From an optimization exercise on the open Yosys and OpenROAD flow, aimed at small area, a short achievable clock period and few clock cycles; shortcuts taken in it are not production practice. Function was checked by simulation only, so behaviour that the tests miss may differ from the original. Power is estimated from default activity; no workload was simulated.

## oak
==> flow/design.v <==
module SME(clk,reset,chardata,isstring,ispattern,valid,match,match_index);
input clk;
input reset;
input [7:0] chardata;
input isstring;
input ispattern;
output match;
output [4:0] match_index;
output valid;
integer i;
reg [7:0] S [0:31];      
reg [7:0] pstn [2:7];    
reg [4:0] off;           
reg [4:0] wp;            
reg       str_ff;        
reg       pat_ff;        
reg [3:0] jcnt;          
reg       rep;           
reg       rend;          
reg       valid_r;
reg       caret;         
reg       stopped;       
reg [31:0] c;            
reg [4:0] b;             
reg [7:0] rb;            
reg       match_r;
reg [4:0] idx_r;
assign valid = valid_r;
assign match = match_r;
assign match_index = idx_r;
function [6:0] pe8;
    input [7:0] v;
    input [23:0] pl;
    reg [7:0] a;
    reg [5:0] q [0:7];       
    integer n, k;
    begin
        a = v;
        for (k = 0; k < 8; k = k + 1) q[k] = {3'd0, pl[3*k +: 3]};
        for (n = 0; n < 3; n = n + 1) begin
            for (k = 0; k < 8; k = k + 1) begin
                if (k % (2 << n) == 0) begin
                    if (!a[k]) q[k] = q[k + (1 << n)];
                    q[k][3 + n] = ~a[k];
                    a[k] = a[k] | a[k + (1 << n)];
                end
            end
        end
        pe8 = {a[0], q[0]};
    end
endfunction
function [3:0] pe4;
    input [3:0] v;
    input [3:0] pb;
    begin
        pe4[3]   = |v;
        pe4[2:1] = v[0] ? 2'd0 : v[1] ? 2'd1 : v[2] ? 2'd2 : 2'd3;
        pe4[0]   = v[0] ? pb[0] : v[1] ? pb[1] : v[2] ? pb[2] : pb[3];
    end
endfunction
function [4:0] add5;
    input [4:0] a, b;
    reg cy;
    integer n;
    begin
        cy = 1'b0;
        for (n = 0; n < 5; n = n + 1) begin
            add5[n] = cy ? ~(a[n] ^ b[n]) : (a[n] ^ b[n]);
            cy = (a[n] ^ b[n]) ? cy : a[n];
        end
    end
endfunction
function [31:0] thermo;
    input [4:0] a;
    reg le;
    integer n, k;
    begin
        for (k = 0; k < 32; k = k + 1) begin
            le = 1'b1;                       
            for (n = 0; n < 5; n = n + 1)
                le = (a[n] == k[n]) ? le : k[n];
            thermo[k] = le;
        end
    end
endfunction
wire       pv   = ispattern | rep;
reg  [7:0] rnext;                
always @(*) begin
    case (jcnt[2:0])
        3'd1: rnext = ~pstn[2];
        3'd2: rnext = ~pstn[3];
        3'd3: rnext = ~pstn[4];
        3'd4: rnext = ~pstn[5];
        3'd5: rnext = ~pstn[6];
        3'd6: rnext = ~pstn[7];
        default: rnext = 8'h00;
    endcase
end
wire [7:0] src   = rep ? rb : chardata;
wire       first = (jcnt == 4'd0);
wire       isC   = rep ? (rb == 8'h5E) : (chardata == 8'h5E);
wire       zero  = rep ? (rb == 8'h00) : (chardata == 8'h00);
wire       stopc = zero & (~caret | (jcnt != 4'd1));
wire       skip  = first ? isC : (stopped | stopc);
reg [31:0] eq;
always @(*) begin
    for (i = 0; i < 32; i = i + 1) eq[i] = (S[i] == src);
end
wire [31:0] x = (first ? 32'hFFFFFFFF : c) & (eq | {32{skip | ~pv}});
wire term   = pat_ff & ~ispattern;
wire repgo  = term & caret & (jcnt == 4'd1);
wire endc   = (term & ~repgo) | rend;
wire noterm = ~caret & ~stopped & jcnt[3];
wire [31:0] pr = c & {c[0], c[31:1]};
wire [3:0]  ml = {1'b1, b[1:0] != 2'd3, ~b[1], b[1:0] == 2'd0};   
reg  [7:0]  anyU, anyA;
reg  [23:0] plU, plA;
reg  [3:0]  gu, gm;
always @(*) begin
    for (i = 0; i < 8; i = i + 1) begin
        gu = pe4(c[4*i +: 4], pr[4*i +: 4]);
        gm = pe4(c[4*i +: 4] & ml, pr[4*i +: 4]);
        anyU[i] = gu[3];
        plU[3*i +: 3] = gu[2:0];
        anyA[i] = (i > b[4:2]) ? gu[3] : (i == b[4:2]) ? gm[3] : 1'b0;
        plA[3*i +: 3] = (i == b[4:2]) ? gm[2:0] : gu[2:0];
    end
end
wire [6:0] pa = pe8(anyA, plA);
wire [6:0] pc = pe8(anyU, plU);
wire [4:0] ks  = pa[6] ? {pa[5:3], pa[2:1]} : {pc[5:3], pc[2:1]};   
wire       nxt = pa[6] ? pa[0] : pc[0];
wire found = pc[6] & ~noterm;
reg       end2;          
reg       nxt_r;
reg [4:0] ks_r;
reg  [4:0] d_r;
wire [4:0] idx  = add5(ks_r, 5'd2 - b);  
wire [4:0] offn = add5(ks_r, d_r);      
wire [4:0] slot = str_ff ? wp : off;
always @(posedge clk or posedge reset) begin
    if (reset) begin
        for (i = 0; i < 32; i = i + 1) S[i] <= 8'h00;
    end else if (isstring) begin
        for (i = 0; i < 32; i = i + 1) if (slot == i) S[i] <= chardata;
    end
end
always @(posedge clk or posedge reset) begin
    if (reset) begin
        for (i = 2; i < 8; i = i + 1) pstn[i] <= 8'h00;
    end else begin
        for (i = 2; i < 8; i = i + 1)
            if ((ispattern | term) && jcnt == i) pstn[i] <= ispattern ? ~chardata : 8'hFF;
    end
end
always @(posedge clk or posedge reset) begin
    if (reset) begin
        off <= 5'd0;
        wp <= 5'd0;
        str_ff <= 1'b0;
        pat_ff <= 1'b0;
        jcnt <= 4'd0;
        rep <= 1'b0;
        rend <= 1'b0;
        valid_r <= 1'b0;
        end2 <= 1'b0;
    end else begin
        str_ff <= isstring;
        pat_ff <= ispattern;
        if (end2) off <= offn;
        wp <= slot + 5'd1;
        if (pv) jcnt <= jcnt + 4'd1;
        else if (repgo) jcnt <= 4'd1;
        else jcnt <= 4'd0;
        rep <= repgo | (rep & (jcnt != 4'd7));
        rend <= rep & (jcnt == 4'd7);
        end2 <= endc & found;
        valid_r <= (endc & ~found) | end2;    
    end
end
always @(posedge clk) begin
    if (pv) begin
        if (first) begin
            caret <= isC;
            stopped <= 1'b0;
        end else if (stopc) stopped <= 1'b1;
    end
    rb <= rep ? rnext : 8'h00;
    nxt_r <= nxt;
    ks_r <= ks;
    d_r <= off - b + 5'd1;
    match_r <= end2 & nxt_r;
    idx_r <= end2 ? idx : 5'd1;
end
always @(posedge clk) c <= {x[30:0], x[31]};
always @(posedge clk or posedge reset) begin
    if (reset) begin
        b <= 5'd0;
    end else if (pv) begin
        b <= first ? (isC ? off : off + 5'd1) : b + 5'd1;
    end
end
endmodule
make LEC_CHECK=0 ABC_AREA=1 CAP_MARGIN=20 CORE_MARGIN=2 CORE_UTILIZATION=60 CTS_BUF_LIST='sky130_fd_sc_hd__clkbuf_8 sky130_fd_sc_hd__clkbuf_16' CTS_CLUSTER_DIAMETER=70 CTS_CLUSTER_SIZE=25 SETUP_SLACK_MARGIN=3.8 SLEW_MARGIN=20 finish   # period 6.0 ns
run.sh (not shown) runs the stock make flow with config.mk's settings and CLKGATE_MAP_FILE= SYNTH_SCRIPT=/design/flow/synth_recipe.tcl, a recipe that flattens the netlist after the stock synthesis.
oak was carried through to the last stage, and its layout satisfied the timing, DRC and antenna checks.
Testbench counts of oak, summed over its fixed seeds: cycles 3,283.
diff inputs: oak => maple
- changing CTS_CLUSTER_DIAMETER from 70 to 60
- changing CTS_CLUSTER_SIZE from 25 to 20
Findings:
- oak and maple ended up with roughly the same design area.
- Part of the total power dissipated in the clock network was higher in the run labelled maple.
- | routed wire length | maple vs oak | better |
- Diff oak -> maple: non-clock buffer count in the final layout lost about 0.9%, count of clock-buffer cells in the layout now larger.

[port drivers added, routing unchanged]
How much do the figures lean on ideal ports? The routed layouts below were timed once more, with nothing changed but the port constraints.
Step 1: set_driving_cell puts a clkbuf_16 on clk and a buf_2 on each other input, an assumption about the parent block.
Step 2 also shifts input and output timing later by t, the mid clock arrival at the registers, as if the neighbouring blocks saw the same clock.
a / b / c = ideal / step 1 / step 2; a / b = the first two.
run | t (ns) | setup WS [ns] | worst setup path after step 2 | clock arrival spread, ns | cell pins on the clock port's net
oak | 0.641 | 3.724 / 3.665 / 3.124 | input to register | 0.038 / 0.039 | 1
maple | 0.653 | 3.725 / 3.667 / 3.170 | input to register | 0.032 / 0.033 | 1
After both steps setup and hold are still met in every run listed. For oak, which loses most, drivers alone change the setup slack by -0.059 ns; drivers and shift together by -0.600 ns.
